What follows belongs to an exercise in optimizing a design on an open flow for small area and a short achievable clock period; a production flow would make more cautious choices.
RTL that was checked went through simulation tests only; none was proved equivalent to the original.
For runs 5 and 6, only the layout was checked, not whether the RTL still works.
No activity file was given, so power comes from the tool's default toggle rates.

==> flow/design.v <==
module float_adder(
    input   clk,
    input   rst,
    input   [31:0]  x,
    input   [31:0]  y,
    output  [31:0]  z,
    output  [1:0]   overflow  
);
    reg [2:0] cnt;
    always @(posedge clk or negedge rst) begin
        if (!rst)
            cnt <= 3'd0;
        else if (cnt != 3'd7)
            cnt <= cnt + 3'd1;
    end
    wire [8:0] d = {1'b0, x[30:23]} - {1'b0, y[30:23]};
    wire x_gt = x[30:0] > y[30:0];       
    wire zx = (x[30:0] == 31'd0);
    wire zy = (y[30:0] == 31'd0);
    reg [31:0] xr, yr;
    reg [8:0]  i_d;
    reg        i_xb, i_hx, i_hy;
    always @(posedge clk) begin
        i_hx <= ~zx;             
        i_hy <= ~zy | zx;        
        xr   <= x;
        yr   <= y;
        i_d  <= d;
        i_xb <= x_gt;
    end
    wire [7:0] ex = xr[30:23], ey = yr[30:23];
    wire [22:0] mx = xr[22:0], my = yr[22:0];
    wire sx = xr[31], sy = yr[31];
    wire sub = sx ^ sy;
    wire neg = i_d[8];                   
    wire hx = i_hx, hy = i_hy;
    wire [23:0] s_sml = i_xb ? {hy, my} : (neg ? {1'b0, hx, mx[22:1]} : {hx, mx});
    wire [4:0]  sh    = i_d[4:0] ^ {5{neg}};
    wire        far   = neg ? (i_d[7:5] != 3'b111) : (i_d[7:5] != 3'b000);
    wire [23:0] s_al  = far ? 24'd0 : (s_sml >> sh);
    wire [22:0] m_big = i_xb ? mx : my;         
    wire [7:0]  e_big = i_xb ? ex : ey;
    wire ex1 = (ex == 8'd255), ey1 = (ey == 8'd255);
    wire nan  = (ex1 && (mx != 23'd0)) || (ey1 && (my != 23'd0));
    wire spec = ex1 || ey1;
    wire ones = nan || (ex1 && ey1 && sub);
    wire sgn = spec ? (sx | nan) : (i_xb ? sx : sy);
    reg [22:0] a_big;
    reg [23:0] a_sml;
    reg [7:0]  a_e;
    reg a_sgn, a_sub, a_spec, a_ones;
    always @(posedge clk) begin
        a_big  <= m_big;
        a_sml  <= s_al ^ {24{sub}};
        a_e    <= e_big;
        a_sgn  <= sgn;
        a_sub  <= sub;
        a_spec <= spec;
        a_ones <= ones;
    end
    wire [25:0] s_res = {2'b01, a_big, 1'b1} + {a_sub, a_sml, a_sub};
    wire [24:0] sum = {s_res[25] & ~a_sub, s_res[24:1]};
    reg [24:0] m_sum;
    reg [7:0]  m_ep1;        
    reg m_sgn, m_spec, m_ones;
    always @(posedge clk) begin
        m_sum  <= sum;
        m_ep1  <= a_e + 8'd1;
        m_sgn  <= a_sgn;
        m_spec <= a_spec;
        m_ones <= a_ones;
    end
    wire e0 = (m_ep1 == 8'd1);
    wire [24:0] lzin = {m_sum[24], m_sum[23] | e0, m_sum[22:0]};
    reg [4:0] k;
    integer i;
    always @(*) begin
        k = 5'd0;
        for (i = 0; i < 25; i = i + 1)
            if (lzin[i]) k = 5'd24 - i[4:0];
    end
    wire [23:0] crs  = m_sum[23:0] << {k[4:3], 3'b000};
    wire zero = (m_sum == 25'd0);
    wire ovf  = m_sum[24] && (m_ep1 == 8'd255);
    reg [23:0] n_m;
    reg [4:0]  n_k;
    reg [7:0]  n_ep1;
    reg        n_ones, n_clr, n_e255, n_e0;
        always @(posedge clk) begin
        n_m    <= crs;
        n_k    <= k;
        n_ep1  <= m_ep1;
        n_ones <= m_spec & m_ones;
        n_clr  <= m_spec | ovf;
        n_e255 <= m_spec | ovf;
        n_e0   <= zero & ~m_spec;
    end
    reg        z_s;
    reg [1:0]  z_ov;
    always @(posedge clk) begin
        if (cnt == 3'd3) begin
            z_s    <= (zero & ~m_spec) ? 1'b0 : m_sgn;
            z_ov   <= m_spec ? 2'b11 : {1'b0, ovf};
        end
    end
    wire [23:0] fin = n_m << n_k[2:0];
    reg [22:0] z_m;
    reg [7:0]  z_e;
    always @(posedge clk) begin
        if (cnt == 3'd4) begin
        z_m <= n_ones ? {23{1'b1}} : (n_clr ? 23'd0 : fin[23:1]);
        z_e <= n_e255 ? 8'd255 : (n_e0 ? 8'd0 : n_ep1 - {3'd0, n_k});
        end
    end
    assign z = {z_s, z_e, z_m};
    assign overflow = z_ov;
endmodule
==> flow/flow/run.sh <==
#!/bin/bash
# Standard layout (standard.sh), with port buffers made from a plain buffer
# cell and clock tree synthesis without dummy loads.
set -euo pipefail
export BUFFER_PORTS_ARGS="-buffer_cell sky130_fd_sc_hd__buf_1"
export CTS_ARGS="-sink_clustering_enable -repair_clock_nets -dont_use_dummy_load -buf_list sky130_fd_sc_hd__clkbuf_16 -sink_clustering_size 24 -sink_clustering_max_diameter 120"
bash standard.sh > standard.log 2>&1
==> flow/standard.sh <==
#!/bin/bash
# synth_recipe.tcl (not shown) runs the flow's synth.tcl, then flattens the netlist and writes it again
# the make line also repeats each setting of config.mk as NAME=value (left out here)
make -C /OpenROAD-flow-scripts/flow DESIGN_CONFIG=/design/flow/config.mk WORK_HOME=/design/flow/orfs CLKGATE_MAP_FILE= SYNTH_SCRIPT=/design/flow/synth_recipe.tcl "${@:-finish}"
==> flow/config.mk <==
export PLATFORM = sky130hd
export DESIGN_NAME = float_adder
export DESIGN_NICKNAME = float_adder
export VERILOG_FILES = /design/flow/design.v
export SDC_FILE = /design/flow/constraint.sdc
export NUM_CORES = 4
export LEC_CHECK = 0
export ABC_AREA = 1
export CAP_MARGIN = 0
export CORE_MARGIN = 2
export CORE_UTILIZATION = 62
export SETUP_SLACK_MARGIN = 2.6
export SLEW_MARGIN = 0
==> flow/constraint.sdc <==
create_clock -name core_clock -period 5.0 [get_ports {clk}]
set_input_delay 1.0000 -clock core_clock [delete_from_list [all_inputs] [get_ports {clk}]]
set_output_delay 1.0000 -clock core_clock [all_outputs]
set_load 0.01 [all_outputs]
==> results.toml, run 1 <==
[clock_network]
cts_tree = "done"
cts.hold.buffers_added = 0
htree_levels = 1
cts.sink_count = 248
cts-root-buf = "clkbuf_16"
path_clk_slew_ns = 0.09
cts_max_path_buffers = 3
clkLatencyLatePin_ns = 0.47
cts_buffers = 14

[worst_setup_path]
critical_path_class = "flip-flop to flip-flop"
rrSetupSlack_ns = 2.71
cp_num_buf_inv = 2
max_stage_delay_ns = 0.41
cp_top_family = "compound AO/OA/AOI/OAI gates"
cp_cell_sequence = "buf_2, clkbuf_4, o21ai_0, o21ai_1, mux2_2, nand2_1, o21ai_1, o21ai_1, nand2_1, a21oi_1, nand2_1, xor2_1"
cp.required_ns = 5.35
crit_start = "i_d[8]"
crit_path_end_kind = "flip-flop"
cp-start-kind = "flip-flop"
worstSetupEndpoint = "a_sml[2]"
cp_data_arrival_time_ns = 2.64
rr_startpoint = "i_d[8]"
critPathSlowestCell = "dfxtp_4"
r2r-end = "a_sml[2]"
worstSetupPathDepth = 12
critical_path.max_fanout = 11
reg2reg_depth = 12

[cells_and_area]
syn_to_final_growth_pct = 11.6
diodes = 0
fin_util_pct = 70.7
fin_nets = 1694
final_layout_size_suffix_gt1_share_pct = 7.19
fillCellCount = 1564

[power_and_ir_drop]
seqPwrFrac_pct = 41.8
power_switching_uw = 2620
p_sw_share_pct = 39.2
p_clk_share_pct = 16.3
leakage_uw = 0.00585
max-vdd-ir-drop_uv = 236
power.density_nw_per_um2 = 506
p_int_uw = 4060
power_frac_comb_pct = 41.8

[die]
start_util_pct = 63.3
dieArea_um2 = 20200
ios = 100
fp.dieW_um = 142
rows = 50
core_region_area_um2 = 18700
die_h_um = 142

[global_routing]
grt_pass1_wl_mm = 46.7
antenna_found_initial = 0
grt_pass1_vias = 9275
grt-ovfl-total = 0
grt_start_max_net_pins = 33
grtUsageTotal_pct = 29.1

[yosys]
ys_async_sr_fraction_pct = 1.21
synth_edf_count = 34
synth_fp_nets = 1586
synth_seq_area_share_pct = 44.9
synth_ff_type = "dfxtp_1"
postSynthCellCount = 1452
syn_area_um2 = 11800
ys.warnings.count = 1
syn_area_per_cell_um2 = 8.16
synth_cell_types = 45
synth.ff_latch_count = 248

[timing]
timing.setup.tns_ns = 0
fin_crit_sh_pct = 45.9
whs_ns = 0.327
setup-violations-final = 0
finalMaxSlewViolations = 0
finClkSkew_ns = 0.0385
finalCriticalPeriod_ns = 2.29
max-slew-margin-rel_pct = 24.9
rsz0062_at_grt = "yes"
worst_pin_slew_ns = 1.13
timing_hold_violations_final = 0
fmax_mhz = 436

[flow_run]
max-cap-violations = 0

[detailed_routing]
ant_nets = 0
drt_wl_total_mm = 30.1
first_pass_iters = 5
drtIter0Drc = 781
wl_per_cell_um = 16.8
vias = 10212
vias_per_cell = 5.70
drc = 0

[place]
hpwl_mm = 22.8
io_buffers = 99
gp_congestion = 0.965

[outcome]
status = "finished clean"

[worst_hold_path]
hold_class = "primary input to async pin"
[power groups by stage]
stage,Clock [uW],Sequential [uW],Combinational (uW)
6_report,1090,2800,2800
5_1_grt,1180,2840,3130
4_1_cts,1110,2820,2550
3_5_place_dp,0,2860,2470
3_3_place_gp,0,2860,2450
2_1_floorplan,0,2680,1970
[per-layer routing]
metal	up-vias	routed length (um)	GRT usage, %
met3	76	1590	3.57
met4	0	1120	10.3
met5	-	0	0
li1	5081	-	-
met2	320	13800	47.4
met1	4735	13600	40.1
[worst min-delay path by stage]
stage	from	end	cells past startpoint
2_1_floorplan	a_ones	m_ones	0
3_5_place_dp	a_spec	m_spec	0
3_3_place_gp	a_sgn	m_sgn	0
5_1_grt	rst	cnt[0]	1
6_report	rst	cnt[0]	1
4_1_cts	rst	cnt[0]	1
[synthesized netlist by cell type, types with 2 or more instances]
cell type | count | share of area, %
a31oi_1 | 19 | 1.0
mux2_2 | 4 | 0.38
nand3_1 | 53 | 2.2
nand4_1 | 20 | 1.1
dfrtp_1 | 3 | 0.63
a221o_1 | 10 | 0.84
fa_1 | 3 | 0.51
buf_2 | 9 | 0.38
buf_6 | 4 | 0.38
o21ai_0 | 129 | 5.4
inv_1 | 164 | 5.2
o211ai_1 | 28 | 1.8
xnor2_1 | 17 | 1.3
nor2_1 | 78 | 2.5
nand3b_1 | 2 | 0.13
nor3_1 | 12 | 0.51
o22ai_1 | 3 | 0.16
ha_1 | 65 | 6.9
buf_4 | 3 | 0.19
o221ai_1 | 4 | 0.30
clkbuf_1 | 31 | 0.98
dfxtp_1 | 211 | 36
nand2_1 | 317 | 10
o21a_1 | 3 | 0.19
or2_1 | 2 | 0.11
xor2_1 | 48 | 3.5
a21oi_1 | 83 | 3.5
edfxtp_1 | 34 | 8.6
o21ai_1 | 21 | 0.89
buf_1 | 4 | 0.13
o31ai_1 | 5 | 0.32
nor4_1 | 28 | 1.5
xnor2_2 | 3 | 0.41
or2_2 | 2 | 0.11
mux2i_1 | 20 | 1.7
[placed cells by master, fill, tap and decap left out, types with 4 or more instances in the layout]
master / n
nand2_1: 315
dfxtp_1: 204
inv_1: 157
o21ai_0: 107
buf_1: 97
a21oi_1: 79
nor2_1: 77
ha_1: 62
nand3_1: 53
xor2_1: 48
o21ai_1: 34
buf_4: 34
edfxtp_1: 34
o211ai_1: 28
nor4_1: 27
nand4_1: 20
a31oi_1: 19
mux2i_1: 19
xnor2_1: 16
clkbuf_16: 15
nor3_1: 10
a221o_1: 10
clkinvlp_4: 9
o21ai_2: 8
o31ai_1: 5
mux2_2: 4
dfxtp_4: 4
[area by class of cell]
type | instances | area, um^2 | area share, %
inverter | 166 | 649 | 4.91
multi-input combinational | 987 | 5830 | 44.1
clock buffer | 14 | 350 | 2.65
timing repair buffer | 139 | 731 | 5.53
timing repair inverter | 4 | 25.0 | 0.189
tap | 234 | 293 | 2.21
sequential | 248 | 5340 | 40.4
[registers in the layout, summed over array words and instances (netlist names), 9 cells and up]
signal	count
a_big	23
a_sml	24
i_d	9
m_sum	25
n_m	24
xr	32
yr	32
z_m	23
[kinds of logic (layout without fill, tap and decap cells)]
family | Yosys count | count (layout) | share of synthesized area [%]
fa+ha+maj | 68 | 68 | 7.37
mux | 24 | 24 | 2.07
simple gates | 515 | 515 | 18.2
buf+inv | 217 | 323 | 7.32
flops | 248 | 248 | 44.9
compound gates | 312 | 312 | 14.9
xor+xnor | 68 | 68 | 5.22
[per-stage QoR]
stage                     instance area (um^2)  setup slack [ns]  instances  total power (uW)
final                                    13200              2.71       1792              6690
after detailed placement                 12400              1.79       1745              5330
after floorplan                          11900              2.62       1452              4660
after CTS                                12900              2.57       1768              6490
after global placement                   12400              1.84       1745              5310
after global routing                     13200              2.54       1792              7150
[what timing repair did]
item	4_1_cts	5_1_grt
setup buffers	6	21
pin swaps	2	8
gates resized for setup	28	52
setup endpoints to repair	50	33
cloned	3	3
==> run 2, diff against run 1 <==
--- a/flow/config.mk
+++ b/flow/config.mk
@@ -7,7 +7,7 @@
 export LEC_CHECK = 0
 export ABC_AREA = 1
-export CAP_MARGIN = 0
+export CAP_MARGIN = 10
 export CORE_MARGIN = 2
 export CORE_UTILIZATION = 62
-export SETUP_SLACK_MARGIN = 2.6
-export SLEW_MARGIN = 0
+export SETUP_SLACK_MARGIN = 2.5
+export SLEW_MARGIN = 10
==> results.toml, run 2 <==
[global_routing]
grtUsageTotal_pct = 29.0
antenna_found_initial = 1
grt_pass1_wl_mm = 46.8
grt-ovfl-total = 0
grt_pass1_vias = 9407
grt_start_max_net_pins = 61

[yosys]
synth_ff_type = "dfxtp_1"
syn_area_um2 = 11800
netlist.area_leader.share_pct = 35.7
ys.warnings.count = 1
postSynthCellCount = 1452
synth_edf_count = 34
syn_area_per_cell_um2 = 8.16
yosysMostFrequentCell = "nand2_1"
synth_area_leaders = "dfxtp_1, nand2_1, edfxtp_1"
synth_fp_nets = 1586
synth.ff_latch_count = 248
synth_cell_types = 45
netlist_top_cells_count = "nand2_1, dfxtp_1, inv_1"
yosys.area.top_type = "dfxtp_1"
synth_seq_area_share_pct = 44.9
ys_async_sr_fraction_pct = 1.21

[clock_network]
cts_max_path_buffers = 3
cts.sink_count = 248
path_clk_slew_ns = 0.09
cts_tree = "done"
htree_levels = 1
clkLatencyLatePin_ns = 0.48
cts_buffers = 14
cts.hold.buffers_added = 0
cts-root-buf = "clkbuf_16"

[worst_setup_path]
cp.required_ns = 5.40
crit_path_end_kind = "flip-flop"
rr_startpoint = "i_d[8]"
reg2reg_depth = 8
worstSetupEndpoint = "i_xb"
critical_path_class = "primary input to flip-flop"
rrSetupSlack_ns = 2.62
crit_start = "y[2]"
cp-start-kind = "primary input"
cp_data_arrival_time_ns = 2.83
critical_path.max_fanout = 3
r2r-end = "a_sml[12]"

[power_and_ir_drop]
power.density_nw_per_um2 = 505
leakage_uw = 0.00579
max-vdd-ir-drop_uv = 235

[detailed_routing]
ant_nets = 0
drc = 0
drtIter0Drc = 935
drt_wl_total_mm = 30.1
wl_per_cell_um = 16.9
vias = 10255
first_pass_iters = 7
vias_per_cell = 5.75

[cells_and_area]
final_cell_mix = "nand2_1, dfxtp_1, inv_1, o21ai_0, buf_1"
syn_to_final_growth_pct = 10.5
diodes = 0
reg_top3 = "xr (32), yr (32), m_sum (25)"
final_layout_size_suffix_gt1_share_pct = 5.56
fin_nets = 1684
final_common_cell = "nand2_1"

[place]
gp_congestion = 0.930
hpwl_mm = 22.8
io_buffers = 99

[die]
fp.dieW_um = 142
rows = 50
start_util_pct = 63.3
dieArea_um2 = 20200
core_region_area_um2 = 18700
ios = 100
die_h_um = 142

[timing]
whs_ns = 0.326
setup-violations-final = 0
finClkSkew_ns = 0.0448
fin_crit_sh_pct = 48.5
fmax_mhz = 412
timing.setup.tns_ns = 0
finalCriticalPeriod_ns = 2.43
worst_pin_slew_ns = 1.15
max-slew-margin-rel_pct = 23.0
rsz0062_at_grt = "yes"
finalMaxSlewViolations = 0
timing_hold_violations_final = 0

[flow_run]
max-cap-violations = 0

[outcome]
status = "finished clean"

[worst_hold_path]
hold_class = "primary input to async pin"
run 2: cell counts after synthesis:
Identical to the previous run, type by type.
run 2: critical path: stages:
cell,delay (ns)
buf_1,0.14
inv_1,0.06
ha_1,0.31
nand2_1,0.06
o21ai_0,0.18
a21oi_1,0.09
nor2_1,0.09
o21ai_1,0.10
a21oi_1,0.16
nor2_1,0.05
o221ai_1,0.34
nand2_1,0.10
a31oi_1,0.15
run 2: repair_timing:
item,4_1_cts,5_1_grt
endpoints found under the setup margin,37,46
hold endpoints to repair,0,0
gates cloned,4,3
pin swaps,1,3
buffers inserted,7,11
gates resized for setup,18,34
run 2: final cells by class:
type,instances,area [um^2]
tap,234,293
sequential,248,5340
clock buffer,14,350
fill,1562,5610
inverter,166,649
multi-input combinational,987,5770
timing repair buffer,128,662
timing repair inverter,5,30.0
run 2: power by group:
group          internal [uW]  total, uW  switching, uW
logic                   1020       2680           1660
clock network            503       1110            603
registers               2490       2830            339
run 2: kinds of logic after synthesis:
logic type                 share of synthesized area [%]
AOI/OAI and AO/OA                                   14.9
DFF                                                 44.9
muxes                                               2.07
buffers and inverters                               7.32
adders and majority gates                           7.37
xor gates and xnor gates                            5.22
and+or+nand+nor                                     18.2
run 2: worst min-delay path by stage:
| stage | from | endpoint |
|---|---|---|
| finish | rst | cnt[1] |
| detailed placement | a_ones | m_ones |
| floorplan | a_ones | m_ones |
| global route | rst | cnt[2] |
| global placement | a_sgn | m_sgn |
| CTS | rst | cnt[1] |
run 2: per-layer routing:
layer,up-vias,track usage (%),wire (um)
met4,2,6.95,793
met3,70,3.43,1850
met5,-,0,13
li1,5076,-,-
met1,4692,39.5,13300
met2,415,49.6,14100
run 2: per-stage QoR:
| step | instance area, um^2 | worst slack (ns) | utilization, % | total power [uW] | instances |
|---|---|---|---|---|---|
| 6_report | 13100 | 2.57 | 70.0 | 6620 | 1782 |
| 4_1_cts | 12800 | 2.49 | 68.6 | 6470 | 1768 |
| 5_1_grt | 13100 | 2.44 | 70.0 | 7060 | 1782 |
| 2_1_floorplan | 11800 | 2.55 | - | 4660 | 1452 |
| 3_3_place_gp | 12300 | 1.88 | 66.0 | 5290 | 1743 |
| 3_5_place_dp | 12300 | 1.69 | 66.0 | 5320 | 1743 |
==> run 3, diff against run 2 <==
--- a/flow/config.mk
+++ b/flow/config.mk
@@ -10,4 +10,4 @@
 export CORE_MARGIN = 2
 export CORE_UTILIZATION = 62
-export SETUP_SLACK_MARGIN = 2.5
+export SETUP_SLACK_MARGIN = 2.7
 export SLEW_MARGIN = 10
==> results.toml, run 3 <==
[timing]
fmax_mhz = 440
worst_slack_ns = 2.73
timing_hold_violations_final = 0
rsz0062_at_grt = "yes"
finalCriticalPeriod_ns = 2.27
timing.setup.tns_ns = 0
max-slew-margin-rel_pct = 20.4
finalMaxSlewViolations = 0
worst_pin_slew_ns = 1.19
finClkSkew_ns = 0.0392
fin_crit_sh_pct = 45.5
setup-violations-final = 0

[yosys]
ys.warnings.count = 1
synth.area.mux_share_pct = 2.07
synthAdderAreaFrac_pct = 7.37
syn_area_um2 = 11800
synth-compound-area-share_pct = 14.9
synth_fp_nets = 1586
syn_area_per_cell_um2 = 8.16
yosysMostFrequentCell = "nand2_1"
synth_top_family_by_area = "simple AND/OR/NAND/NOR gates"
synth_cell_types = 45
yosys.area.top_type = "dfxtp_1"
ys_async_sr_fraction_pct = 1.21
synth_area_leaders = "dfxtp_1, nand2_1, edfxtp_1"
synth.ff_latch_count = 248
synth_ff_type = "dfxtp_1"
synth_seq_area_share_pct = 44.9
postSynthCellCount = 1452
netlist_top_cells_count = "nand2_1, dfxtp_1, inv_1"
yosys.area_share.simple_pct = 18.2
synth_edf_count = 34
synth_xor_area_share_pct = 5.22
netlist.area_leader.share_pct = 35.7

[worst_hold_path]
hold_class = "primary input to async pin"

[clock_network]
htree_levels = 1
clkLatencyLatePin_ns = 0.48
cts_buffers = 14
cts_max_path_buffers = 3
cts_tree = "done"
cts.sink_count = 248
path_clk_slew_ns = 0.09
cts-root-buf = "clkbuf_16"

[cells_and_area]
fin_nets = 1700
diodes = 0
syn_to_final_growth_pct = 13.7
final_cell_mix = "nand2_1, dfxtp_1, inv_1, buf_1, o21ai_0"
reg_top3 = "xr (32), yr (32), m_sum (25)"
fillCellCount = 1494
final_common_cell = "nand2_1"
final_layout_size_suffix_gt1_share_pct = 8.95
stdcell_count = 1798

[worst_setup_path]
cp_data_arrival_time_ns = 2.61
cp_cell_sequence = "bufbuf_16, o21ai_0, o21ai_1, mux2_4, nand2_2, o21ai_2, o21ai_2, nand2_1, a21oi_1, nand2_1, xor2_1"
cp-start-kind = "flip-flop"
critical_path.max_fanout = 17
critical_path_class = "flip-flop to flip-flop"
cp.required_ns = 5.34
max_stage_delay_ns = 0.39
crit_path_end_kind = "flip-flop"
critPathSlowestCell = "dfxtp_4"
reg2reg_depth = 11

[die]
rows = 50
fp.dieW_um = 142
ios = 100
start_util_pct = 63.3
dieArea_um2 = 20200
die_h_um = 142
core_region_area_um2 = 18700

[power_and_ir_drop]
leakage_uw = 0.00594
max-vdd-ir-drop_uv = 236
power.density_nw_per_um2 = 505

[place]
hpwl_mm = 22.6
gp_congestion = 0.959
io_buffers = 99
post-place-cells = 1745
preCtsSetupSlack_ns = 1.74

[global_routing]
grt_pass1_wl_mm = 47.4
grt_pass1_vias = 9617
grt_start_max_net_pins = 33
grt-ovfl-total = 0
grtUsageTotal_pct = 29.3
antenna_found_initial = 0

[detailed_routing]
ant_nets = 0
vias = 10345
drc = 0
first_pass_iters = 6
drt_wl_total_mm = 30.4
drtIter0Drc = 920
wl_per_cell_um = 16.9
vias_per_cell = 5.75

[outcome]
status = "finished clean"

[flow_run]
max-cap-violations = 0
==> run 3: metal layers <==
metal	track usage, %	share of wire, %
met1	39.3	44
met3	3.67	6.2
met2	49.4	47
met4	9.74	2.9
met5	0	0
==> run 3: logic make-up after synthesis <==
kind of cell,after synthesis
simple gates,515
buf+inv,217
fa+ha+maj,68
xor+xnor,68
flops,248
compound gates,312
mux,24
==> run 3: report_power, final <==
part           total [uW]  leakage (uW)  switching [uW]  internal (uW)
clock network        1090      0.000173             592            503
logic                2910       0.00366            1770           1140
registers            2790       0.00210             305           2490
total                6800       0.00594            2670           4130
==> run 3: through the flow <==
step	hold slack [ns]	utilization, %	power, uW	cell area [um^2]
finish	0.309	72.0	6800	13500
global route	0.301	72.0	7250	13500
CTS	0.298	70.0	6570	13100
detailed placement	0.313	66.2	5320	12400
global placement	0.310	66.2	5290	12400
floorplan	0.310	-	4660	11900
==> run 3: cell type report <==
class / instances / area [um^2] / area share [%]
multi-input combinational: 987 / 5950 / 44.2
sequential: 248 / 5340 / 39.7
timing repair buffer: 143 / 846 / 6.28
inverter: 166 / 646 / 4.79
clock buffer: 14 / 350 / 2.60
tap: 234 / 293 / 2.17
timing repair inverter: 6 / 40.0 / 0.297
==> run 3: repair_timing <==
action	CTS	global route
hold endpoints to repair	0	0
hold buffers	0	0
gates cloned	6	4
setup buffers	15	14
pin swaps	6	22
endpoints found under the setup margin	67	46
resized for setup	49	84
==> run 3: worst paths after layout <==
check,slack (ns),end,from
min reg2reg,0.34,m_sgn,a_sgn
min,0.31,cnt[1],rst
max in group asynchronous,4.53,cnt[2],rst
max,2.73,a_sml[2],i_d[8]
min in group core_clock,0.34,m_sgn,a_sgn
max reg2reg,2.73,a_sml[2],i_d[8]
==> run 3: critical path, delay by kind of cell (launching register included) <==
| kind | cells | cell delay, ns |
|---|---|---|
| XOR/XNOR | 1 | 0.16 |
| AO/OA/AOI/OAI | 5 | 0.74 |
| buffers and inverters | 1 | 0.29 |
| AND/OR/NAND/NOR | 3 | 0.25 |
| multiplexers | 1 | 0.30 |
| flip-flops | 1 | 0.39 |
==> run 4, diff against run 3 <==
--- a/flow/config.mk
+++ b/flow/config.mk
@@ -10,4 +10,4 @@
 export CORE_MARGIN = 2
 export CORE_UTILIZATION = 62
-export SETUP_SLACK_MARGIN = 2.7
+export SETUP_SLACK_MARGIN = 2.6
 export SLEW_MARGIN = 10
==> results.toml, run 4 <==
[outcome]
status = "finished clean"

[yosys]
syn_area_um2 = 11800
synth_edf_count = 34
syn_area_per_cell_um2 = 8.16
postSynthCellCount = 1452
netlist.area_leader.share_pct = 35.7
synth_ff_type = "dfxtp_1"
synth_cell_types = 45
ys.warnings.count = 1
ys_async_sr_fraction_pct = 1.21
yosys.area_share.simple_pct = 18.2
synth-compound-area-share_pct = 14.9
synth.ff_latch_count = 248
synth_xor_area_share_pct = 5.22
synth_area_leaders = "dfxtp_1, nand2_1, edfxtp_1"
yosys.area.top_type = "dfxtp_1"
synth_top_family_by_area = "simple AND/OR/NAND/NOR gates"
yosysMostFrequentCell = "nand2_1"
synth_fp_nets = 1586
synth_seq_area_share_pct = 44.9
synthAdderAreaFrac_pct = 7.37
synth.area.mux_share_pct = 2.07
netlist_top_cells_count = "nand2_1, dfxtp_1, inv_1"

[cells_and_area]
final_cell_mix = "nand2_1, dfxtp_1, inv_1, o21ai_0, buf_1"
final_layout_size_suffix_gt1_share_pct = 7.19
syn_to_final_growth_pct = 11.6
fin_nets = 1694
multi_input_area_um2 = 5830
final_common_cell = "nand2_1"
seqCellArea_um2 = 5340
fillCellCount = 1564
reg_top3 = "xr (32), yr (32), m_sum (25)"
diodes = 0

[detailed_routing]
vias = 10212
ant_nets = 0
drtIter0Drc = 781
drt_wl_total_mm = 30.1
wl_per_cell_um = 16.8
first_pass_iters = 5
vias_per_cell = 5.70
drc = 0

[worst_setup_path]
cp_data_arrival_time_ns = 2.64
crit_path_end_kind = "flip-flop"
rr_startpoint = "i_d[8]"
cp-start-kind = "flip-flop"
rrSetupSlack_ns = 2.71
reg2reg_depth = 12
r2r-end = "a_sml[2]"
cp.required_ns = 5.35
crit_start = "i_d[8]"
critical_path.max_fanout = 11
worstSetupEndpoint = "a_sml[2]"
critical_path_class = "flip-flop to flip-flop"

[power_and_ir_drop]
p_total_uw = 6690
power.density_nw_per_um2 = 506
leakage_uw = 0.00585
max-vdd-ir-drop_uv = 236

[clock_network]
cts_buffers = 14
cts_max_path_buffers = 3
cts.sink_count = 248
clkLatencyLatePin_ns = 0.47
cts-root-buf = "clkbuf_16"
htree_levels = 1
cts_tree = "done"
path_clk_slew_ns = 0.09

[timing]
finalCriticalPeriod_ns = 2.29
finalMaxSlewViolations = 0
worst_pin_slew_ns = 1.13
finClkSkew_ns = 0.0385
rsz0062_at_grt = "yes"
fin_crit_sh_pct = 45.9
timing.setup.tns_ns = 0
setup-violations-final = 0
timing_hold_violations_final = 0
max-slew-margin-rel_pct = 24.9
fmax_mhz = 436

[die]
core_region_area_um2 = 18700
dieArea_um2 = 20200
fp.dieW_um = 142
die_h_um = 142
start_util_pct = 63.3
ios = 100
rows = 50

[global_routing]
grt_pass1_wl_mm = 46.7
grt-ovfl-total = 0
antenna_found_initial = 0
grt_start_max_net_pins = 33
grt_pass1_vias = 9275
grtUsageTotal_pct = 29.1

[place]
io_buffers = 99
hpwl_mm = 22.8
gp_congestion = 0.965

[worst_hold_path]
hold_class = "primary input to async pin"

[flow_run]
max-cap-violations = 0
run 4: what timing repair did:
item / CTS / global route
gates resized for setup: 28 / 52
cloned: 3 / 3
pin swaps: 2 / 8
setup endpoints to repair: 50 / 33
hold buffers: 0 / 0
setup buffers: 6 / 21
run 4: final cells by class:
class                   instances  share of cell area (%)
repair buffers                139                    5.53
flip-flops and latches        248                    40.4
well taps                     234                    2.21
clock buffers                  14                    2.65
multi-input cells             987                    44.1
repair inverters                4                   0.189
inverters                     166                    4.91
run 4: cell families (layout without fill, tap and decap cells):
logic type | after synthesis | after routing
buf+inv | 217 | 323
xor+xnor | 68 | 68
flops | 248 | 248
compound gates | 312 | 312
fa+ha+maj | 68 | 68
simple gates | 515 | 515
mux | 24 | 24
run 4: metal layers:
| layer | global-route usage [%] | share of wire [%] | vias to the layer above |
|---|---|---|---|
| met1 | 40.1 | 45 | 4735 |
| met4 | 10.3 | 3.7 | 0 |
| met3 | 3.57 | 5.3 | 76 |
| li1 | - | - | 5081 |
| met5 | 0 | 0 | - |
| met2 | 47.4 | 46 | 320 |
run 4: worst min path at each step:
stage | from | to | slack, ns | cells past startpoint
6_report | rst | cnt[0] | 0.33 | 1
5_1_grt | rst | cnt[0] | 0.32 | 1
4_1_cts | rst | cnt[0] | 0.32 | 1
3_5_place_dp | a_spec | m_spec | 0.31 | 0
3_3_place_gp | a_sgn | m_sgn | 0.31 | 0
2_1_floorplan | a_ones | m_ones | 0.31 | 0
run 4: stage by stage:
| step | area [um^2] | setup slack, ns | utilization, % | hold WS [ns] | instances |
|---|---|---|---|---|---|
| after floorplan | 11900 | 2.62 | - | 0.310 | 1452 |
| after global placement | 12400 | 1.84 | 66.1 | 0.310 | 1745 |
| after detailed placement | 12400 | 1.79 | 66.1 | 0.313 | 1745 |
| after CTS | 12900 | 2.57 | 68.9 | 0.320 | 1768 |
| after global routing | 13200 | 2.54 | 70.7 | 0.319 | 1792 |
| final | 13200 | 2.71 | 70.7 | 0.327 | 1792 |
run 4: worst max-delay path: stages, from the launching register on:
cell and delay, ns:
dfxtp_4 0.41, buf_2 0.18, clkbuf_4 0.19, o21ai_0 0.17, o21ai_1 0.12, mux2_2 0.30, nand2_1 0.06, o21ai_1 0.08
o21ai_1 0.20, nand2_1 0.10, a21oi_1 0.14, nand2_1 0.08, xor2_1 0.14
run 4: power breakdown:
| group | switching [uW] | leakage [uW] | internal, uW |
|---|---|---|---|
| logic | 1720 | 0.00358 | 1070 |
| registers | 308 | 0.00210 | 2490 |
| clock network | 590 | 0.000173 | 502 |
==> run 5, diff against run 4 <==
--- a/flow/design.v
+++ b/flow/design.v
@@ -14,10 +14,11 @@
             cnt <= cnt + 3'd1;
     end
-    wire [8:0] d = {1'b0, x[30:23]} - {1'b0, y[30:23]};
+    wire [7:0] dxy = x[30:23] - y[30:23];
+    wire [7:0] dyx = y[30:23] - x[30:23];
     wire x_gt = x[30:0] > y[30:0];       
     wire zx = (x[30:0] == 31'd0);
     wire zy = (y[30:0] == 31'd0);
     reg [31:0] xr, yr;
-    reg [8:0]  i_d;
+    reg [7:0]  i_dxy, i_dyx;
     reg        i_xb, i_hx, i_hy;
     always @(posedge clk) begin
@@ -26,5 +27,6 @@
         xr   <= x;
         yr   <= y;
-        i_d  <= d;
+        i_dxy <= dxy;
+        i_dyx <= dyx;
         i_xb <= x_gt;
     end
@@ -33,9 +35,8 @@
     wire sx = xr[31], sy = yr[31];
     wire sub = sx ^ sy;
-    wire neg = i_d[8];                   
     wire hx = i_hx, hy = i_hy;
-    wire [23:0] s_sml = i_xb ? {hy, my} : (neg ? {1'b0, hx, mx[22:1]} : {hx, mx});
-    wire [4:0]  sh    = i_d[4:0] ^ {5{neg}};
-    wire        far   = neg ? (i_d[7:5] != 3'b111) : (i_d[7:5] != 3'b000);
+    wire [23:0] s_sml = i_xb ? {hy, my} : {hx, mx};
+    wire [4:0]  sh    = i_xb ? i_dxy[4:0] : i_dyx[4:0];
+    wire        far   = i_xb ? (i_dxy[7:5] != 3'b000) : (i_dyx[7:5] != 3'b000);
     wire [23:0] s_al  = far ? 24'd0 : (s_sml >> sh);
     wire [22:0] m_big = i_xb ? mx : my;         
==> results.toml, run 5 <==
[worst_setup_path]
max_stage_delay_ns = 0.36
cp_top_family = "compound AO/OA/AOI/OAI gates"
cp.required_ns = 5.36
cp-start-kind = "flip-flop"
critical_path.max_fanout = 4
cp_num_buf_inv = 0
cp_data_arrival_time_ns = 2.75
critical_path_class = "flip-flop to flip-flop"
crit_path_end_kind = "flip-flop"
cp_cell_sequence = "ha_1, a21oi_1, o21ai_0, nand2_1, o211ai_1, a31oi_1, o21bai_1, a21o_1, a21o_1, nand4_1, o21ai_0"
critPathSlowestCell = "ha_1"

[die]
dieArea_um2 = 20400
fp.dieW_um = 143
die_h_um = 143
start_util_pct = 63.6
core_region_area_um2 = 18800
rows = 50
ios = 100

[worst_hold_path]
hold_class = "primary input to async pin"

[clock_network]
clkLatencyLatePin_ns = 0.47
path_clk_slew_ns = 0.09
htree_levels = 1
cts.sink_count = 254
cts_buffers = 14
cts-root-buf = "clkbuf_16"
cts.hold.buffers_added = 0
cts_max_path_buffers = 3
cts_tree = "done"

[timing]
finClkSkew_ns = 0.0322
setup-violations-final = 0
worst_slack_ns = 2.62
finalCriticalPeriod_ns = 2.38
fmax_mhz = 419
worst_pin_slew_ns = 1.15
timing_hold_violations_final = 0
fin_crit_sh_pct = 47.7
rsz0062_at_grt = "yes"
max-slew-margin-rel_pct = 23.3
timing.setup.tns_ns = 0
finalMaxSlewViolations = 0

[yosys]
yosysMostFrequentCell = "nand2_1"
ys.warnings.count = 1
yosys.area.top_type = "dfxtp_1"
syn_area_um2 = 12000
netlist_top_cells_count = "nand2_1, dfxtp_1, inv_1"
synth.ff_latch_count = 254
synth_ff_type = "dfxtp_1"
synth_edf_count = 34
netlist.area_leader.share_pct = 36.3
ys_async_sr_fraction_pct = 1.18
postSynthCellCount = 1435
synth_fp_nets = 1576
syn_area_per_cell_um2 = 8.34
synth_cell_types = 54
synth_seq_area_share_pct = 45.4
synth_area_leaders = "dfxtp_1, nand2_1, edfxtp_1"

[detailed_routing]
vias_per_cell = 5.57
wl_per_cell_um = 16.3
drc = 0
wl_met2_mm = 13.7
highest_layer = "met4"
ant_nets = 0
wl_met1_mm = 13.2
vias = 9959
drt_wl_total_mm = 29.2
drtIter0Drc = 681
first_pass_iters = 5
wl_met3_mm = 1.65

[cells_and_area]
syn_to_final_growth_pct = 10.1
final_cell_mix = "nand2_1, dfxtp_1, inv_1, o21ai_0, buf_1"
final_layout_size_suffix_gt1_share_pct = 4.97
final_cell_area_um2 = 13200
final_common_cell = "nand2_1"
stdcell_count = 1789
diodes = 0
reg_top3 = "xr (32), yr (32), m_sum (25)"
fin_nets = 1672

[place]
hpwl_mm = 22.1
post-place-cells = 1748
io_buffers = 99
placed_cell_area_um2 = 12500
gp_congestion = 0.941
preCtsSetupSlack_ns = 1.82

[global_routing]
grt_pass1_wl_mm = 44.8
grt-ovfl-total = 0
grtUsageTotal_pct = 27.7
grt_start_max_net_pins = 70
grt_pass1_vias = 9127
antenna_found_initial = 0

[power_and_ir_drop]
p_clk_share_pct = 17.6
p_sw_share_pct = 37.7
power_frac_comb_pct = 37.4
max-vdd-ir-drop_uv = 208
power.density_nw_per_um2 = 477
leakage_uw = 0.00585
p_int_uw = 3920
seqPwrFrac_pct = 45.0
power_switching_uw = 2370

[outcome]
status = "finished clean"

[flow_run]
max-cap-violations = 0
## run 5: through the flow
stage / hold slack, ns / utilization, % / total power, uW
after global placement: 0.310 / 66.3 / 5000
after global routing: 0.308 / 70.0 / 6710
final: 0.314 / 70.0 / 6290
after CTS: 0.305 / 68.7 / 6160
after detailed placement: 0.314 / 66.3 / 5020
after floorplan: 0.310 / - / 4440
## run 5: what timing repair did
item / 4_1_cts / 5_1_grt
pin swaps: 1 / 5
cloned: 3 / 5
setup buffers: 3 / 16
hold endpoints to repair: 0 / 0
endpoints found under the setup margin: 42 / 48
resized for setup: 22 / 20
## run 5: power groups by stage
stage	Clock [uW]	Combinational (uW)	Sequential (uW)
floorplan	0	1720	2720
finish	1110	2350	2830
CTS	1120	2200	2830
global route	1200	2630	2870
detailed placement	0	2150	2870
global placement	0	2140	2860
## run 5: per-layer routing
| metal | vias to the layer above | track usage (%) |
|---|---|---|
| met4 | 0 | 7.56 |
| li1 | 5006 | - |
| met3 | 45 | 2.68 |
| met2 | 329 | 46.8 |
| met5 | - | 0 |
| met1 | 4579 | 38.0 |
## run 5: cells by family after synthesis
group / share of synthesized area (%)
xor gates and xnor gates: 5.11
AOI/OAI and AO/OA: 14.3
DFF: 45.4
buffers and inverters: 7.03
muxes: 2.51
adders and majority gates: 8.09
and+or+nand+nor: 17.5
## run 5: final cells by class
cell class	count	area [um^2]
well taps	260	325
inverters	169	659
repair inverters	3	17.5
fillers	1571	5650
multi-input cells	968	5800
flip-flops and latches	254	5460
repair buffers	121	572
clock buffers	14	350
## run 5: path summary, 6_finish.rpt
path                                  end  cells after the start  slack, ns     start
worst min register to register      m_sgn                      0       0.33     a_sgn
worst max register to register  m_sum[24]                     11       2.62  a_big[1]
max in group asynchronous          cnt[1]                      1       4.53       rst
min in group core_clock             m_sgn                      0       0.33     a_sgn
worst min-delay path               cnt[2]                      1       0.31       rst
worst max-delay path            m_sum[24]                     11       2.62  a_big[1]
==> run 6, diff against run 5 <==
--- a/flow/design.v
+++ b/flow/design.v
@@ -14,11 +14,10 @@
             cnt <= cnt + 3'd1;
     end
-    wire [7:0] dxy = x[30:23] - y[30:23];
-    wire [7:0] dyx = y[30:23] - x[30:23];
+    wire [8:0] d = {1'b0, x[30:23]} - {1'b0, y[30:23]};
     wire x_gt = x[30:0] > y[30:0];       
     wire zx = (x[30:0] == 31'd0);
     wire zy = (y[30:0] == 31'd0);
     reg [31:0] xr, yr;
-    reg [7:0]  i_dxy, i_dyx;
+    reg [8:0]  i_d;
     reg        i_xb, i_hx, i_hy;
     always @(posedge clk) begin
@@ -27,6 +26,5 @@
         xr   <= x;
         yr   <= y;
-        i_dxy <= dxy;
-        i_dyx <= dyx;
+        i_d  <= d;
         i_xb <= x_gt;
     end
@@ -35,8 +33,9 @@
     wire sx = xr[31], sy = yr[31];
     wire sub = sx ^ sy;
+    wire neg = i_d[8];                   
     wire hx = i_hx, hy = i_hy;
-    wire [23:0] s_sml = i_xb ? {hy, my} : {hx, mx};
-    wire [4:0]  sh    = i_xb ? i_dxy[4:0] : i_dyx[4:0];
-    wire        far   = i_xb ? (i_dxy[7:5] != 3'b000) : (i_dyx[7:5] != 3'b000);
+    wire [23:0] s_sml = i_xb ? {hy, my} : (neg ? {1'b0, hx, mx[22:1]} : {hx, mx});
+    wire [4:0]  sh    = i_d[4:0] ^ {5{neg}};
+    wire        far   = neg ? (i_d[7:5] != 3'b111) : (i_d[7:5] != 3'b000);
     wire [23:0] s_al  = far ? 24'd0 : (s_sml >> sh);
     wire [22:0] m_big = i_xb ? mx : my;         
@@ -60,6 +59,20 @@
         a_ones <= ones;
     end
-    wire [25:0] s_res = {2'b01, a_big, 1'b1} + {a_sub, a_sml, a_sub};
-    wire [24:0] sum = {s_res[25] & ~a_sub, s_res[24:1]};
+    wire [23:0] pa = {1'b1, a_big};
+    wire [24:0] g0 = {pa & a_sml, a_sub};
+    wire [24:0] p0 = {pa ^ a_sml, 1'b0};
+    reg  [24:0] gg, pp;
+    integer l, j;
+    always @(*) begin
+        gg = g0;
+        pp = p0;
+        for (l = 0; l < 5; l = l + 1)
+            for (j = 0; j < 25; j = j + 1)
+                if (j[l]) begin
+                    gg[j] = gg[j] | (pp[j] & gg[((j >> l) << l) - 1]);
+                    pp[j] = pp[j] & pp[((j >> l) << l) - 1];
+                end
+    end
+    wire [24:0] sum = {gg[24] & ~a_sub, p0[24:1] ^ gg[23:0]};
     reg [24:0] m_sum;
     reg [7:0]  m_ep1;        
==> results.toml, run 6 <==
[power_and_ir_drop]
max-vdd-ir-drop_uv = 278
power.density_nw_per_um2 = 504
leakage_uw = 0.00576

[worst_setup_path]
r2r-end = "a_sml[9]"
cp.required_ns = 5.38
rrSetupSlack_ns = 2.73
critical_path_class = "flip-flop to flip-flop"
cp-start-kind = "flip-flop"
rr_startpoint = "i_d[8]"
worstSetupEndpoint = "a_sml[9]"
reg2reg_depth = 6
crit_start = "i_d[8]"
cp_data_arrival_time_ns = 2.65
critical_path.max_fanout = 22
crit_path_end_kind = "flip-flop"

[outcome]
status = "finished clean"

[global_routing]
use_met2_pct = 44.5
grt-ovfl-total = 0
grt_pass1_wl_mm = 44.1
grt_pass1_vias = 8739
grt_start_max_net_pins = 59
antenna_found_initial = 0
top_usage_layer = "met2"
grt_util_met3_pct = 4.29
grtUsageTotal_pct = 27.7
use_met1_pct = 38.0

[yosys]
ys_async_sr_fraction_pct = 1.21
postSynthCellCount = 1393
synth_edf_count = 34
yosysMostFrequentCell = "nand2_1"
netlist_top_cells_count = "nand2_1, dfxtp_1, inv_1"
synth_ff_type = "dfxtp_1"
synth_fp_nets = 1530
netlist.area_leader.share_pct = 36.1
syn_area_um2 = 11700
syn_area_per_cell_um2 = 8.40
synth.ff_latch_count = 248
yosys.area.top_type = "dfxtp_1"
synth_seq_area_share_pct = 45.5
ys.warnings.count = 1
synth_cell_types = 50
synth_area_leaders = "dfxtp_1, nand2_1, edfxtp_1"

[clock_network]
htree_levels = 1
cts-root-buf = "clkbuf_16"
path_clk_slew_ns = 0.10
cts.hold.buffers_added = 0
clkLatencyLatePin_ns = 0.48
cts_buffers = 14
cts_max_path_buffers = 3
cts_tree = "done"
cts.sink_count = 248

[cells_and_area]
diodes = 0
final_common_cell = "nand2_1"
reg_top3 = "xr (32), yr (32), m_sum (25)"
syn_to_final_growth_pct = 10.3
final_layout_size_suffix_gt1_share_pct = 5.71
fin_nets = 1628
final_cell_mix = "nand2_1, dfxtp_1, inv_1, o21ai_0, buf_1"

[timing]
max-slew-margin-rel_pct = 21.6
whs_ns = 0.315
finalCriticalPeriod_ns = 2.27
fmax_mhz = 441
rsz0062_at_grt = "no"
setup-violations-final = 0
timing.setup.tns_ns = 0
finalMaxSlewViolations = 0
fin_crit_sh_pct = 45.4
worst_pin_slew_ns = 1.18
timing_hold_violations_final = 0
finClkSkew_ns = 0.0455

[worst_hold_path]
hold_class = "primary input to async pin"

[detailed_routing]
first_pass_iters = 5
vias_per_cell = 5.59
drt_wl_total_mm = 28.4
vias = 9638
ant_nets = 0
drc = 0
drtIter0Drc = 771
wl_per_cell_um = 16.5

[die]
ios = 100
fp.dieW_um = 141
die_h_um = 141
core_region_area_um2 = 18600
dieArea_um2 = 20000
start_util_pct = 63.0
rows = 50

[place]
gp_congestion = 0.927
io_buffers = 99
hpwl_mm = 21.5

[flow_run]
max-cap-violations = 0
[run 6: cell count changes in the layout (fill, tap and decap cells not counted), sizes merged, moves of 5 or more]
cell | before | now
a21oi | 74 | 81
dfxtp | 217 | 211
ha | 71 | 64
inv | 164 | 156
mux2i | 30 | 24
nand2 | 311 | 297
o21ai | 138 | 129
o221ai | 11 | 5
xnor2 | 11 | 16
xor2 | 58 | 49
[run 6: cell families after synthesis]
group | Yosys count | synth area share, %
xor gates and xnor gates | 63 | 5.17
DFF | 248 | 45.5
and+or+nand+nor | 486 | 17.5
AOI/OAI and AO/OA | 289 | 14.4
buffers and inverters | 212 | 7.39
adders and majority gates | 71 | 8.04
muxes | 24 | 2.05
[run 6: worst max-delay path: stages, from the launching register on]
cell and delay (ns):
dfxtp_4 0.38, buf_12 0.17, xnor2_4 0.51, clkinvlp_2 0.58, o21ai_0 0.29, nor2_1 0.09, xor2_1 0.14
[run 6: repair_timing]
action	4_1_cts	5_1_grt
setup buffers	8	14
pin swaps	6	9
cloned	4	3
gates resized for setup	18	29
endpoints found under the setup margin	58	43
[run 6: worst min path at each step]
stage,depth (start not counted),slack [ns],to
global route,1,0.31,cnt[2]
global placement,0,0.31,m_sgn
CTS,1,0.31,cnt[2]
detailed placement,0,0.32,m_ones
finish,1,0.32,cnt[2]
floorplan,0,0.31,m_ones
[run 6: report_power, final]
part	leakage [uW]	internal, uW	switching (uW)
Combinational	0.00349	1000	1570
Sequential	0.00210	2490	341
Clock	0.000173	503	599
[run 6: routing by layer]
| metal | vias up | wire length (um) | part of all wire, % |
|---|---|---|---|
| li1 | 4870 | - | - |
| met1 | 4360 | 12800 | 45 |
| met2 | 344 | 12800 | 45 |
| met3 | 64 | 1840 | 6.5 |
| met4 | 0 | 948 | 3.3 |
| met5 | - | 0 | 0 |
[run 6: final cells by class]
type,count,area (um^2)
Clock buffer,14,350
Fill cell,1545,5670
Inverter,162,639
Multi-Input combinational cell,935,5640
Sequential cell,248,5330
Tap cell,234,293
Timing Repair Buffer,126,631
Timing Repair inverter,4,22.5
[run 6: metrics by stage]
| stage | power, uW | instances | setup WS (ns) | util [%] | instance area (um^2) |
|---|---|---|---|---|---|
| finish | 6510 | 1723 | 2.73 | 69.5 | 12900 |
| global route | 6960 | 1723 | 2.60 | 69.5 | 12900 |
| CTS | 6370 | 1706 | 2.57 | 68.2 | 12700 |
| floorplan | 4590 | 1393 | 2.60 | - | 11700 |
| global placement | 5160 | 1680 | 2.08 | 65.4 | 12100 |
| detailed placement | 5190 | 1680 | 1.99 | 65.4 | 12100 |
==> run 7, diff against run 6 <==
--- a/flow/design.v
+++ b/flow/design.v
@@ -15,5 +15,16 @@
     end
     wire [8:0] d = {1'b0, x[30:23]} - {1'b0, y[30:23]};
-    wire x_gt = x[30:0] > y[30:0];       
+    reg [31:0] cg, ce;
+    integer cl, cj;
+    always @(*) begin
+        cg = {1'b0, x[30:0] & ~y[30:0]};
+        ce = {1'b1, ~(x[30:0] ^ y[30:0])};
+        for (cl = 0; cl < 5; cl = cl + 1)
+            for (cj = 0; cj < 32; cj = cj + (2 << cl)) begin
+                cg[cj] = cg[cj + (1 << cl)] | (ce[cj + (1 << cl)] & cg[cj]);
+                ce[cj] = ce[cj + (1 << cl)] & ce[cj];
+            end
+    end
+    wire x_gt = cg[0];
     wire zx = (x[30:0] == 31'd0);
     wire zy = (y[30:0] == 31'd0);
--- a/flow/config.mk
+++ b/flow/config.mk
@@ -10,4 +10,4 @@
 export CORE_MARGIN = 2
 export CORE_UTILIZATION = 62
-export SETUP_SLACK_MARGIN = 2.6
+export SETUP_SLACK_MARGIN = 2.7
 export SLEW_MARGIN = 10
==> results.toml, run 7 <==
[yosys]
syn_area_per_cell_um2 = 8.39
postSynthCellCount = 1387
synth.ff_latch_count = 248
synth_cell_types = 54
ys_async_sr_fraction_pct = 1.21
yosys.area.top_type = "dfxtp_1"
synth_area_leaders = "dfxtp_1, nand2_1, edfxtp_1"
netlist.area_leader.share_pct = 36.3
yosysMostFrequentCell = "nand2_1"
ys.warnings.count = 1
syn_area_um2 = 11600
synth_seq_area_share_pct = 45.7
synth_fp_nets = 1523
netlist_top_cells_count = "nand2_1, dfxtp_1, inv_1"
synth_ff_type = "dfxtp_1"
synth_edf_count = 34

[timing]
timing_hold_violations_final = 0
fin_crit_sh_pct = 45.5
timing.setup.tns_ns = 0
rsz0062_at_grt = "yes"
max-slew-margin-rel_pct = 22.0
fmax_mhz = 439
finalMaxSlewViolations = 0
finClkSkew_ns = 0.0492
setup-violations-final = 0
worst_pin_slew_ns = 1.17
finalCriticalPeriod_ns = 2.28

[cells_and_area]
syn_to_final_growth_pct = 12.8
final_cell_mix = "nand2_1, dfxtp_1, inv_1, o21ai_0, buf_1"
diodes = 0
fin_nets = 1628
final_cell_area_um2 = 13100
multi_input_area_um2 = 5750
stdcell_count = 1724
fin_util_pct = 70.7
fillCellCount = 1554
seqCellArea_um2 = 5340
final_layout_size_suffix_gt1_share_pct = 8.52
reg_top3 = "xr (32), yr (32), m_sum (25)"
final_common_cell = "nand2_1"

[worst_setup_path]
worstSetupEndpoint = "m_sum[15]"
critical_path.max_fanout = 3
max_stage_delay_ns = 0.44
critical_path_class = "flip-flop to flip-flop"
cp-start-kind = "flip-flop"
critPathSlowestCell = "fa_1"
worst_path_most_repeated_cell = "nand2_2"
r2r-end = "m_sum[15]"
crit_start = "a_big[0]"
cp_data_arrival_time_ns = 2.63
cp.required_ns = 5.35
reg2reg_depth = 12
rrSetupSlack_ns = 2.72
cp_cell_sequence = "inv_2, fa_2, inv_2, nand3_2, nand2_2, nand3_2, nand2_2, nand2_2, a21oi_4, a21oi_4, o21ai_4, fa_1"
crit_path_end_kind = "flip-flop"
rr_startpoint = "a_big[0]"

[power_and_ir_drop]
p_int_uw = 4050
max-vdd-ir-drop_uv = 253
p_sw_share_pct = 38.3
leakage_uw = 0.00578
power.density_nw_per_um2 = 499
power_switching_uw = 2510
seqPwrFrac_pct = 42.8
power_frac_comb_pct = 40.6
p_total_uw = 6560
p_clk_share_pct = 16.6

[clock_network]
cts.sink_count = 248
cts-root-buf = "clkbuf_16"
cts.hold.buffers_added = 0
cts_buffers = 14
clkLatencyLatePin_ns = 0.48
path_clk_slew_ns = 0.10
cts_max_path_buffers = 3
cts_tree = "done"
htree_levels = 1

[die]
rows = 50
ios = 100
die_h_um = 141
core_region_area_um2 = 18600
fp.dieW_um = 141
dieArea_um2 = 19900
start_util_pct = 62.7

[outcome]
status = "finished clean"

[detailed_routing]
first_pass_iters = 5
drc = 0
wl_per_cell_um = 15.9
drt_wl_total_mm = 27.4
vias_per_cell = 5.52
vias = 9517
ant_nets = 0
drtIter0Drc = 662

[place]
gp_congestion = 0.947
hpwl_mm = 20.9
post-place-cells = 1675
placed_cell_area_um2 = 12100
io_buffers = 99

[global_routing]
grt_pass1_vias = 8822
antenna_found_initial = 1
grt_start_max_net_pins = 62
grt-ovfl-total = 0
grt_pass1_wl_mm = 43.3
grtUsageTotal_pct = 26.9

[flow_run]
max-cap-violations = 0

[worst_hold_path]
hold_class = "primary input to async pin"
run 7: cell count changes in the layout (fill, tap and decap cells not counted), moves of 10 or more:
cell | previous run | this run
nand2_1 | 293 | 314
inv_1 | 151 | 134
a21oi_1 | 78 | 60
o21ai_1 | 17 | 27
nor2_1 | 73 | 60
run 7: how the worst min path moves through the flow:
stage / start / to / slack, ns
after floorplan: a_ones / m_ones / 0.31
after global placement: a_spec / m_spec / 0.31
after detailed placement: a_ones / m_ones / 0.31
after CTS: rst / cnt[2] / 0.31
after global routing: rst / cnt[2] / 0.32
final: rst / cnt[2] / 0.32
run 7: routing by layer:
metal	global-route usage [%]	routed length (um)	vias up
met5	0	0	-
met4	7.37	566	0
met3	2.24	1160	39
met2	46.1	13200	255
met1	36.7	12500	4357
li1	-	-	4866
run 7: area by class of cell:
| class | count | area share [%] |
|---|---|---|
| clock buffers | 14 | 2.67 |
| inverters | 147 | 4.59 |
| multi-input cells | 943 | 43.8 |
| flip-flops and latches | 248 | 40.6 |
| well taps | 234 | 2.23 |
| repair buffers | 136 | 5.98 |
| repair inverters | 2 | 0.114 |
run 7: timing repair:
action	4_1_cts	5_1_grt
resized for setup	36	58
hold endpoints to repair	0	0
setup buffers	17	12
gates cloned	2	4
endpoints found under the setup margin	60	62
pin swaps	7	18
run 7: cell families after synthesis:
kind of cell | synth area share, %
AOI/OAI and AO/OA | 14.0
xor gates and xnor gates | 5.23
adders and majority gates | 7.97
buffers and inverters | 6.96
DFF | 45.7
muxes | 1.81
and+or+nand+nor | 18.4
run 7: critical path, delay by kind of cell (launching register included):
family / cells / cell delay [ns]
flops: 1 / 0.33
fa+ha+maj: 2 / 0.82
compound gates: 3 / 0.51
simple gates: 5 / 0.38
buf+inv: 2 / 0.11
run 7: power groups by stage:
stage	clock network (uW)	registers [uW]	logic [uW]
2_1_floorplan	0	2690	1850
3_3_place_gp	0	2840	2260
3_5_place_dp	0	2850	2300
4_1_cts	1110	2810	2460
5_1_grt	1190	2850	2990
6_report	1090	2810	2670
run 7: per-stage QoR:
stage	hold WS (ns)	setup WS, ns
6_report	0.318	2.72
2_1_floorplan	0.310	2.68
3_3_place_gp	0.310	1.67
5_1_grt	0.322	2.60
4_1_cts	0.311	2.63
3_5_place_dp	0.314	1.54
==> run 8, diff against run 7 <==
--- a/flow/config.mk
+++ b/flow/config.mk
@@ -10,4 +10,4 @@
 export CORE_MARGIN = 2
 export CORE_UTILIZATION = 62
-export SETUP_SLACK_MARGIN = 2.7
+export SETUP_SLACK_MARGIN = 2.8
 export SLEW_MARGIN = 10
==> results.toml, run 8 <==
[outcome]
status = "finished clean"

[timing]
fmax_mhz = 441
finalCriticalPeriod_ns = 2.27
finClkSkew_ns = 0.0513
finalMaxSlewViolations = 0
timing.setup.tns_ns = 0
setup-violations-final = 0
timing_hold_violations_final = 0
rsz0062_at_grt = "yes"
worst_pin_slew_ns = 1.10
fin_crit_sh_pct = 45.3
max-slew-margin-rel_pct = 26.4

[yosys]
synth_ff_type = "dfxtp_1"
yosysMostFrequentCell = "nand2_1"
yosys.area.top_type = "dfxtp_1"
synth_seq_area_share_pct = 45.7
ys_async_sr_fraction_pct = 1.21
synth_fp_nets = 1523
netlist_top_cells_count = "nand2_1, dfxtp_1, inv_1"
synth.ff_latch_count = 248
ys.warnings.count = 1
syn_area_per_cell_um2 = 8.39
synth_cell_types = 54
netlist.area_leader.share_pct = 36.3
postSynthCellCount = 1387
synth_edf_count = 34
syn_area_um2 = 11600
synth_area_leaders = "dfxtp_1, nand2_1, edfxtp_1"

[global_routing]
grt_pass1_vias = 8725
grtUsageTotal_pct = 27.8
grt_pass1_wl_mm = 44.4
grt_start_max_net_pins = 62
grt-ovfl-total = 0
antenna_found_initial = 0

[worst_setup_path]
critical_path_class = "flip-flop to flip-flop"
cp_num_buf_inv = 2
worst_path_most_repeated_cell = "nand2_2"
crit_path_end_kind = "flip-flop"
cp-start-kind = "flip-flop"
critical_path.max_fanout = 3
cp_data_arrival_time_ns = 2.63
critPathSlowestCell = "fa_1"
max_stage_delay_ns = 0.44
cp.required_ns = 5.37
cp_top_family = "adder cells"
cp_cell_sequence = "inv_1, fa_2, inv_2, nand3_2, nand2_2, nand3_2, nand2_2, nand2_2, a21oi_4, a21oi_4, o21ai_4, fa_1"

[detailed_routing]
vias = 9751
ant_nets = 0
drt_wl_total_mm = 28.8
wl_per_cell_um = 16.5
vias_per_cell = 5.60
drc = 0
first_pass_iters = 6
wl_met2_mm = 13.5
wl_met3_mm = 1.37
highest_layer = "met4"
wl_met1_mm = 13.2
drtIter0Drc = 747

[place]
hpwl_mm = 21.3
io_buffers = 99
gp_congestion = 0.929
placed_cell_area_um2 = 12100

[cells_and_area]
fin_nets = 1645
seqCellArea_um2 = 5340
syn_to_final_growth_pct = 15.8
multi_input_area_um2 = 5900
final_cell_mix = "nand2_1, dfxtp_1, inv_1, o21ai_0, buf_1"
final_cell_area_um2 = 13500
fillCellCount = 1461
diodes = 0
final_layout_size_suffix_gt1_share_pct = 11.4
final_common_cell = "nand2_1"
reg_top3 = "xr (32), yr (32), m_sum (25)"

[clock_network]
clkLatencyLatePin_ns = 0.48
htree_levels = 1
path_clk_slew_ns = 0.10
cts-root-buf = "clkbuf_16"
cts_tree = "done"
cts.sink_count = 248
cts_max_path_buffers = 3
cts_buffers = 14

[power_and_ir_drop]
p_total_uw = 6800
max-vdd-ir-drop_uv = 254
power.density_nw_per_um2 = 504
leakage_uw = 0.00590

[die]
ios = 100
rows = 50
fp.dieW_um = 141
start_util_pct = 62.7
core_region_area_um2 = 18600
dieArea_um2 = 19900
die_h_um = 141

[flow_run]
max-cap-violations = 0

[worst_hold_path]
hold_class = "primary input to async pin"
## run 8: metal layers
metal  GRT usage [%]  up-vias
met1            38.9     4480
li1                -     4904
met3            2.79       65
met5               0        -
met2            46.0      302
met4            7.95        0
## run 8: repair_timing
action                                 in CTS  in global routing
pin swaps                                   7                 27
resized for setup                          44                100
setup endpoints to repair                  83                 73
endpoints found under the hold margin       0                  0
gates cloned                                3                  6
hold buffers                                0                  0
setup buffers                              20                 23
## run 8: metrics by stage
stage | worst slack [ns] | hold slack [ns] | utilization (%) | instances
5_1_grt | 2.63 | 0.313 | 72.5 | 1741
4_1_cts | 2.74 | 0.311 | 68.9 | 1712
3_5_place_dp | 1.98 | 0.318 | 65.2 | 1675
6_report | 2.73 | 0.326 | 72.5 | 1741
2_1_floorplan | 2.70 | 0.310 | - | 1387
3_3_place_gp | 2.05 | 0.311 | 65.2 | 1675
## run 8: report_power, final
group	leakage [uW]	internal (uW)	switching (uW)
Sequential	0.00210	2490	326
Combinational	0.00363	1180	1700
Clock	0.000173	503	602
Total	0.00590	4170	2630
## run 8: kinds of logic after synthesis
logic type / synth area share (%)
AND/OR/NAND/NOR: 18.4
flip-flops: 45.7
multiplexers: 1.81
XOR/XNOR: 5.23
adder cells (fa/ha/maj): 7.97
buffers and inverters: 6.96
AO/OA/AOI/OAI: 14.0
## run 8: layout make-up
class	count	share of cell area [%]
clock buffer	14	2.60
inverter	147	4.57
multi-input combinational	943	43.8
sequential	248	39.6
tap	234	2.17
timing repair buffer	152	7.09
timing repair inverter	3	0.176
## run 8: path summary, 6_finish.rpt
check	from	to	slack (ns)	depth (start not counted)
max	a_big[0]	m_sum[15]	2.73	12
min	rst	cnt[0]	0.33	1
max reg2reg	a_big[0]	m_sum[15]	2.73	12
min reg2reg	a_sgn	m_sgn	0.34	0
max in group asynchronous	rst	cnt[2]	4.50	1
min in group core_clock	a_sgn	m_sgn	0.34	0
==> run 9, diff against run 8 <==
--- a/flow/flow/run.sh
+++ b/flow/flow/run.sh
@@ -5,3 +5,4 @@
 export BUFFER_PORTS_ARGS="-buffer_cell sky130_fd_sc_hd__buf_1"
 export CTS_ARGS="-sink_clustering_enable -repair_clock_nets -dont_use_dummy_load -buf_list sky130_fd_sc_hd__clkbuf_16 -sink_clustering_size 24 -sink_clustering_max_diameter 120"
+export RECOVER_POWER=100
 bash standard.sh > standard.log 2>&1
--- a/flow/config.mk
+++ b/flow/config.mk
@@ -10,4 +10,4 @@
 export CORE_MARGIN = 2
 export CORE_UTILIZATION = 62
-export SETUP_SLACK_MARGIN = 2.8
+export SETUP_SLACK_MARGIN = 2.6
 export SLEW_MARGIN = 10
==> results.toml, run 9 <==
[outcome]
status = "finished clean"

[cells_and_area]
reg_top3 = "xr (32), yr (32), m_sum (25)"
final_cell_mix = "nand2_1, dfxtp_1, inv_1, o21ai_0, buf_1"
final_common_cell = "nand2_1"
final_layout_size_suffix_gt1_share_pct = 4.00
stdcell_count = 1709
fillCellCount = 1597
syn_to_final_growth_pct = 9.08
fin_nets = 1613
diodes = 0

[global_routing]
use_met1_pct = 36.4
grt_pass1_vias = 8609
grt_pass1_wl_mm = 42.6
grtUsageTotal_pct = 26.5
grt_util_met3_pct = 3.36
grt_start_max_net_pins = 62
top_usage_layer = "met2"
grt-ovfl-total = 0
use_met2_pct = 43.8
antenna_found_initial = 1

[timing]
worst_pin_slew_ns = 1.32
fmax_mhz = 309
whs_ns = 0.319
max-slew-margin-rel_pct = 11.8
finalCriticalPeriod_ns = 3.24
finalMaxSlewViolations = 0
timing.setup.tns_ns = 0
timing_hold_violations_final = 0
fin_crit_sh_pct = 64.8
finClkSkew_ns = 0.0456
rsz0062_at_grt = "yes"
setup-violations-final = 0

[clock_network]
path_clk_slew_ns = 0.09
clkLatencyLatePin_ns = 0.48
cts-root-buf = "clkbuf_16"
cts_tree = "done"
htree_levels = 1
cts_max_path_buffers = 3
cts_buffers = 14
cts.hold.buffers_added = 0
cts.sink_count = 248

[yosys]
synth_cell_types = 54
ys_async_sr_fraction_pct = 1.21
synth.ff_latch_count = 248
synth_fp_nets = 1523
synth_ff_type = "dfxtp_1"
synth_seq_area_share_pct = 45.7
netlist.area_leader.share_pct = 36.3
netlist_top_cells_count = "nand2_1, dfxtp_1, inv_1"
syn_area_per_cell_um2 = 8.39
ys.warnings.count = 1
yosys.area.top_type = "dfxtp_1"
synth_edf_count = 34
synth_area_leaders = "dfxtp_1, nand2_1, edfxtp_1"
yosysMostFrequentCell = "nand2_1"
postSynthCellCount = 1387
syn_area_um2 = 11600

[place]
gp_congestion = 0.921
post-place-cells = 1675
hpwl_mm = 20.7
io_buffers = 99

[detailed_routing]
first_pass_iters = 5
drt_wl_total_mm = 27.0
vias_per_cell = 5.52
wl_per_cell_um = 15.8
drc = 0
vias = 9431
ant_nets = 0
drtIter0Drc = 786

[worst_setup_path]
cp_data_arrival_time_ns = 3.57
critical_path.max_fanout = 61
crit_path_end_kind = "flip-flop"
critical_path_class = "flip-flop to flip-flop"
cp.required_ns = 5.33
cp-start-kind = "flip-flop"
rr_startpoint = "i_xb"
reg2reg_depth = 9
crit_start = "i_xb"

[die]
die_h_um = 141
dieArea_um2 = 19900
rows = 50
start_util_pct = 62.7
fp.dieW_um = 141
core_region_area_um2 = 18600
ios = 100

[worst_hold_path]
hold_class = "primary input to async pin"

[flow_run]
max-cap-violations = 0

[power_and_ir_drop]
max-vdd-ir-drop_uv = 235
power.density_nw_per_um2 = 498
leakage_uw = 0.00565
-- run 9: cell types whose count changed in the layout (fill, tap and decap cells not counted), moves of 11 or more --
cell | previous run | this run
o21ai_0 | 95 | 126
buf_6 | 11 | 0
o21ai_1 | 27 | 12
o21ai_2 | 16 | 1
buf_4 | 33 | 10
-- run 9: per-stage QoR --
step / utilization (%) / total power (uW) / instance area (um^2) / worst slack, ns
after floorplan: - / 4540 / 11600 / 2.62
after global placement: 65.1 / 5100 / 12100 / 1.67
after detailed placement: 65.1 / 5120 / 12100 / 1.62
after CTS: 67.6 / 6270 / 12600 / 2.56
after global routing: 68.4 / 6800 / 12700 / 1.40
final: 68.4 / 6330 / 12700 / 1.76
-- run 9: worst max-delay path, cell delays in order, from the launching register on --
cell,delay (ns)
dfxtp_1,0.37
clkbuf_1,0.98
inv_12,0.22
o21ai_0,0.34
nand2_1,0.10
o21ai_0,0.16
o21ai_0,0.18
o21ai_0,0.39
a21oi_1,0.15
xor2_1,0.17
-- run 9: worst paths after layout --
check                           endpoint  slack [ns]
worst max-delay path            a_sml[8]        1.76
worst min-delay path              cnt[2]        0.32
worst max register to register  a_sml[8]        1.76
worst min register to register     m_sgn        0.33
max in group asynchronous         cnt[0]        4.52
min in group core_clock            m_sgn        0.33
-- run 9: kinds of logic after synthesis --
family,synth area share (%)
multiplexers,1.81
buffers and inverters,6.96
XOR/XNOR,5.23
AND/OR/NAND/NOR,18.4
flip-flops,45.7
adder cells (fa/ha/maj),7.97
AO/OA/AOI/OAI,14.0
-- run 9: area by class of cell --
type	count	area (um^2)	share of cell area, %
flip-flops and latches	248	5330	42.0
repair buffers	121	582	4.58
repair inverters	2	15.0	0.118
multi-input cells	943	5550	43.7
inverters	147	586	4.61
well taps	234	293	2.31
clock buffers	14	350	2.76
-- run 9: power breakdown --
| part | internal (uW) | switching (uW) |
|---|---|---|
| combinational | 931 | 1510 |
| clock | 503 | 593 |
| sequential | 2490 | 311 |
-- run 9: repair_timing --
action	4_1_cts	5_1_grt
resized for setup	23	31
endpoints found under the hold margin	0	0
endpoints found under the setup margin	49	54
buffers inserted	5	9
gates cloned	3	3
pin swaps	6	5
-- run 9: routing by layer --
layer  vias up  wire (um)
li1       4820          -
met1      4272      12200
met2       290      12500
met3        49       1460
met4         0        786
met5         -          0

what the ideal ports hide:
The flow's constraints put no driver on any port. The routed layouts listed below were extracted and timed again, unchanged, in two steps. Step 1 assumes that a clkbuf_16 drives the clock port and a buf_2 every other input. Step 2 also shifts input and output timing later by t, the mid clock arrival at the registers, as if the neighbouring blocks saw the same clock. a / b / c = no drivers / after step 1 / after step 2; a / b = the first two.
| run | t, ns | slack for setup (ns) |
|---|---|---|
| run 1 | 0.500 | 2.706 / 2.706 / 2.285 |
| run 2 | 0.502 | 2.573 / 2.593 / 2.091 |
| run 3 | 0.508 | 2.726 / 2.726 / 2.238 |
| run 4 | 0.500 | 2.706 / 2.706 / 2.285 |
| run 5 | 0.506 | 2.616 / 2.616 / 2.230 |
| run 6 | 0.502 | 2.730 / 2.730 / 2.252 |
| run 7 | 0.498 | 2.724 / 2.724 / 2.355 |
| run 8 | 0.504 | 2.733 / 2.733 / 2.395 |
| run 9 | 0.500 | 1.760 / 1.760 / 1.760 |
After both steps setup and hold are still met in every run listed.
